What follows belongs to an exercise in optimizing a design on an open flow for small area and a short achievable clock period; a production flow would make more cautious choices.
The RTL was checked by simulation tests, not by an equivalence proof against the original design.
Power and IR drop assume default switching activity.

Setup of the reference run:
==> flow/design.v (excerpt) <==
module MAC(clk, reset, X, Y, reg_Pro);
  input clk, reset;
  input [7:0] X;
  input [7:0] Y;
  output reg [15:0] reg_Pro;
  wire p00_d = X[0] & Y[0];
  wire p01_d = X[0] & Y[1];
  wire p02_d = X[0] & Y[2];
  wire p03_d = X[0] & Y[3];
  wire p04_d = X[0] & Y[4];
  wire p05_d = X[0] & Y[5];
  wire p06_d = X[0] & Y[6];
  wire p07_d = X[0] & Y[7];
  wire p10_d = X[1] & Y[0];
  wire p11_d = X[1] & Y[1];
  wire p12_d = X[1] & Y[2];
  wire p13_d = X[1] & Y[3];
  wire p14_d = X[1] & Y[4];
  wire p15_d = X[1] & Y[5];
  wire p16_d = X[1] & Y[6];
  wire p17_d = X[1] & Y[7];
  wire p20_d = X[2] & Y[0];
  wire p21_d = X[2] & Y[1];
  wire p22_d = X[2] & Y[2];
  wire p23_d = X[2] & Y[3];
  wire p24_d = X[2] & Y[4];
  wire p25_d = X[2] & Y[5];
  wire p26_d = X[2] & Y[6];
  wire p27_d = X[2] & Y[7];
  wire p30_d = X[3] & Y[0];
  wire p31_d = X[3] & Y[1];
  wire p32_d = X[3] & Y[2];
  wire p33_d = X[3] & Y[3];
  wire p34_d = X[3] & Y[4];
  wire p35_d = X[3] & Y[5];
  wire p36_d = X[3] & Y[6];
  wire p37_d = X[3] & Y[7];
  wire p40_d = X[4] & Y[0];
  ...
For scale: roughly 300 cells after synthesis, ~42 flip-flops, ~34 I/O pins, ~0.0031 mm^2 of cells after synthesis.
clock: 5.5 ns
lec_check: 0
cap_margin: 20
core_margin: 2
core_utilization: 40
setup_slack_margin: 2.0
slew_margin: 20
run.sh (not shown) runs the stock make flow with config.mk's settings and CLKGATE_MAP_FILE= SYNTH_SCRIPT=/design/flow/synth_recipe.tcl, a recipe that flattens the netlist after the stock synthesis.
The following lists how the trial run was set up differently from the reference run:
- changing SETUP_SLACK_MARGIN from 2.0 to 2.5
==> comparison <==
Re count of non-filler cells in the finished layout: the trial run and the reference run aren't equal, and the lower value belongs to the reference run.
In the reports for the trial run and the reference run, the smaller data arrival time at the worst-slack endpoint belongs to the trial run.
The trial run ends up with a power share of the combinational group that is 1.5 points higher than in the reference run.
The lower maximum VDD drop came out of the trial run.
From the reference run to the trial run, effective utilization at floorplan did not move at all.
Worst setup slack after placement (the trial run over the reference run): increase, 0.029 ns
The worst setup slack of the trial run was superior to that of the reference run.
Total power up about 4% in the trial run wrt the reference run
The reference run -> the trial run: number of tapcells delta 0, exact match

---

Another version of the RTL of MAC (not shown whole).
For scale: ~370 cells after synthesis, about 3100 um^2 of cells after synthesis.
==> flow/config.mk <==
export PLATFORM = sky130hd
export DESIGN_NAME = MAC
export DESIGN_NICKNAME = MAC
export VERILOG_FILES = /design/flow/design.v
export SDC_FILE = /design/flow/constraint.sdc
export NUM_CORES = 4
export LEC_CHECK = 0
export CAP_MARGIN = 20
export CORE_MARGIN = 2
export CORE_UTILIZATION = 40
export SETUP_SLACK_MARGIN = 3.05
export SLEW_MARGIN = 20
export SYNTH_HIERARCHICAL = 1
export SYNTH_MINIMUM_KEEP_SIZE = 0
==> flow/constraint.sdc <==
create_clock -name core_clock -period 5.5 [get_ports {clk}]
set_input_delay 1.1000 -clock core_clock [delete_from_list [all_inputs] [get_ports {clk}]]
set_output_delay 1.1000 -clock core_clock [all_outputs]
set_load 0.01 [all_outputs]
standard.sh (not shown) runs the stock make flow with config.mk's settings and CLKGATE_MAP_FILE= SYNTH_SCRIPT=/design/flow/synth_recipe.tcl, a recipe that flattens the netlist after the stock synthesis.
==> flow/flow/run.sh <==
#!/bin/bash
# The standard layout (standard.sh) with two changes:
#  - the port buffers that placement inserts start as the smallest buffer;
#  - after the standard synthesis, combinational cells that abc sized up are set back to
#    drive strength 1 (same function and pins), before floorplan; the flow's repair steps
#    size up again the ones that need it. Registers are not touched.
set -euo pipefail
RES=$PWD/orfs/results/$FLOW_PLATFORM/MAC/base
ARGS=("BUFFER_PORTS_ARGS=-buffer_cell sky130_fd_sc_hd__buf_1")
bash standard.sh "${ARGS[@]}" $RES/1_2_yosys.v > synth.log 2>&1
python3 flow/downsize.py $RES/1_2_yosys.v > downsize.log 2>&1
bash standard.sh "${ARGS[@]}" finish > layout.log 2>&1
==> flow/flow/downsize.py <==
# Set abc-upsized combinational cells of the synthesized netlist back to drive strength 1.
import re,sys,collections
path=sys.argv[1]
lib=open('/OpenROAD-flow-scripts/flow/platforms/sky130hd/lib/sky130_fd_sc_hd__tt_025C_1v80.lib').read()
cells=set(re.findall(r'cell \("(sky130_fd_sc_hd__\w+)"\)',lib))
KEEP=('df','dl','sdf','edf','conb','clk','tap','fill','decap','diode','buf','inv','lpflow','probe','ebuf','einv','mux2i')
v=open(path).read()
cnt=collections.Counter()
def sub(m):
    name,base,size=m.group(0),m.group(1),m.group(2)
    short=base.replace('sky130_fd_sc_hd__','')
    if size=='1' or any(short.startswith(k) for k in KEEP): return name
    new='%s_1'%base
    if new not in cells: return name
    cnt[name+' -> '+new]+=1
    return new
v2=re.sub(r'\b(sky130_fd_sc_hd__[a-z0-9]+)_(\d+)\b(?=\s+\S+\s*\()',sub,v)
open(path,'w').write(v2)
for k,n in sorted(cnt.items()): print(n,k)
Change:
CTS_CLUSTER_DIAMETER = 300   (was not set)
CTS_CLUSTER_SIZE = 50   (was not set)
SETUP_SLACK_MARGIN = 2.85   (was 3.05)
Effect: The changed run completed without violations. Clock skew goes down by 0.0046 ns. Cell area decreases by about 10%. Non-clock buffer count fell by 8. Clock-buffer cell count went down by 1. Hold slack improves by 0.0092 ns. Total power is lower by about 9%. Sequential power is about the same.

---

build 63:
MAC again, from the RTL that the note above started with.
==> flow/config.mk <==
export PLATFORM = sky130hd
export DESIGN_NAME = MAC
export DESIGN_NICKNAME = MAC
export VERILOG_FILES = /design/flow/design.v
export SDC_FILE = /design/flow/constraint.sdc
export NUM_CORES = 4
export LEC_CHECK = 0
export CAP_MARGIN = 20
export CORE_MARGIN = 2
export CORE_UTILIZATION = 40
export SETUP_SLACK_MARGIN = 2.85
export SLEW_MARGIN = 20
export SYNTH_HIERARCHICAL = 1
export SYNTH_MINIMUM_KEEP_SIZE = 0
export TNS_END_PERCENT = 40
==> flow/constraint.sdc <==
create_clock -name core_clock -period 5.5 [get_ports {clk}]
set_input_delay 1.1000 -clock core_clock [delete_from_list [all_inputs] [get_ports {clk}]]
set_output_delay 1.1000 -clock core_clock [all_outputs]
set_load 0.01 [all_outputs]
Scripts as last shown in full above: flow/flow/run.sh, flow/flow/downsize.py
Build 63: full flow OK, the timing, DRC and antenna checks passed
The inputs of trial 26 differ from those of build 63 as listed below.
- CORE_UTILIZATION now 60, was 40
- TNS_END_PERCENT no longer set, was 40
Findings:
Trial 26 reached the final stage; the timing, DRC and antenna checks on its layout passed. Compared with build 63, trial 26 instantiates a smaller number of cells. Setup slack in trial 26 is larger than in build 63. Comparing build 63 and trial 26, the lower worst slack at placement is on trial 26. Non-clock buffer count (build 63 / trial 26): 0.943.

[port drivers added, routing unchanged]
Ports are ideal in the flow. The routed layouts listed here were re-timed in OpenROAD.
Step 1 (the two cells are an assumption about what drives the block):
set clk [get_ports {clk}]
set_driving_cell -lib_cell sky130_fd_sc_hd__clkbuf_16 $clk
set_driving_cell -lib_cell sky130_fd_sc_hd__buf_2 [delete_from_list [all_inputs] $clk]
Step 2 moves the port delays by t, midway between the first and last clock arrival at a register: inputs arrive t later, outputs are due t later. That takes back most of the time a late clock gives input paths.
a / b / c = no drivers / after step 1 / after step 2; a / b = the first two.
run | shift t [ns] | setup WS [ns] | hold WS [ns] | worst register clock-pin slew, ns | worst data-port slew with drivers (ns)
the reference run | 0.320 | 2.076 / 2.079 / 1.759 | 0.553 / 0.553 / 0.553 | 0.08 / 0.08 | 0.03
the trial run | 0.323 | 2.311 / 2.283 / 1.960 | 0.563 / 0.563 / 0.563 | 0.08 / 0.08 | 0.06
the first run of note 2 | 0.316 | 3.053 / 3.018 / 2.703 | 0.566 / 0.566 / 0.566 | 0.09 / 0.09 | 0.07
the second run of note 2 | 0.314 | 2.954 / 2.962 / 2.648 | 0.575 / 0.575 / 0.575 | 0.08 / 0.08 | 0.03
build 63 | 0.311 | 2.928 / 2.936 / 2.625 | 0.569 / 0.569 / 0.569 | 0.08 / 0.08 | 0.03
trial 26 | 0.308 | 2.959 / 2.962 / 2.654 | 0.576 / 0.576 / 0.576 | 0.08 / 0.08 | 0.03
After both steps setup and hold are still met in every run listed. The setup slack of the trial run, which loses most, moves by -0.028 ns with the drivers and by -0.351 ns with both steps.
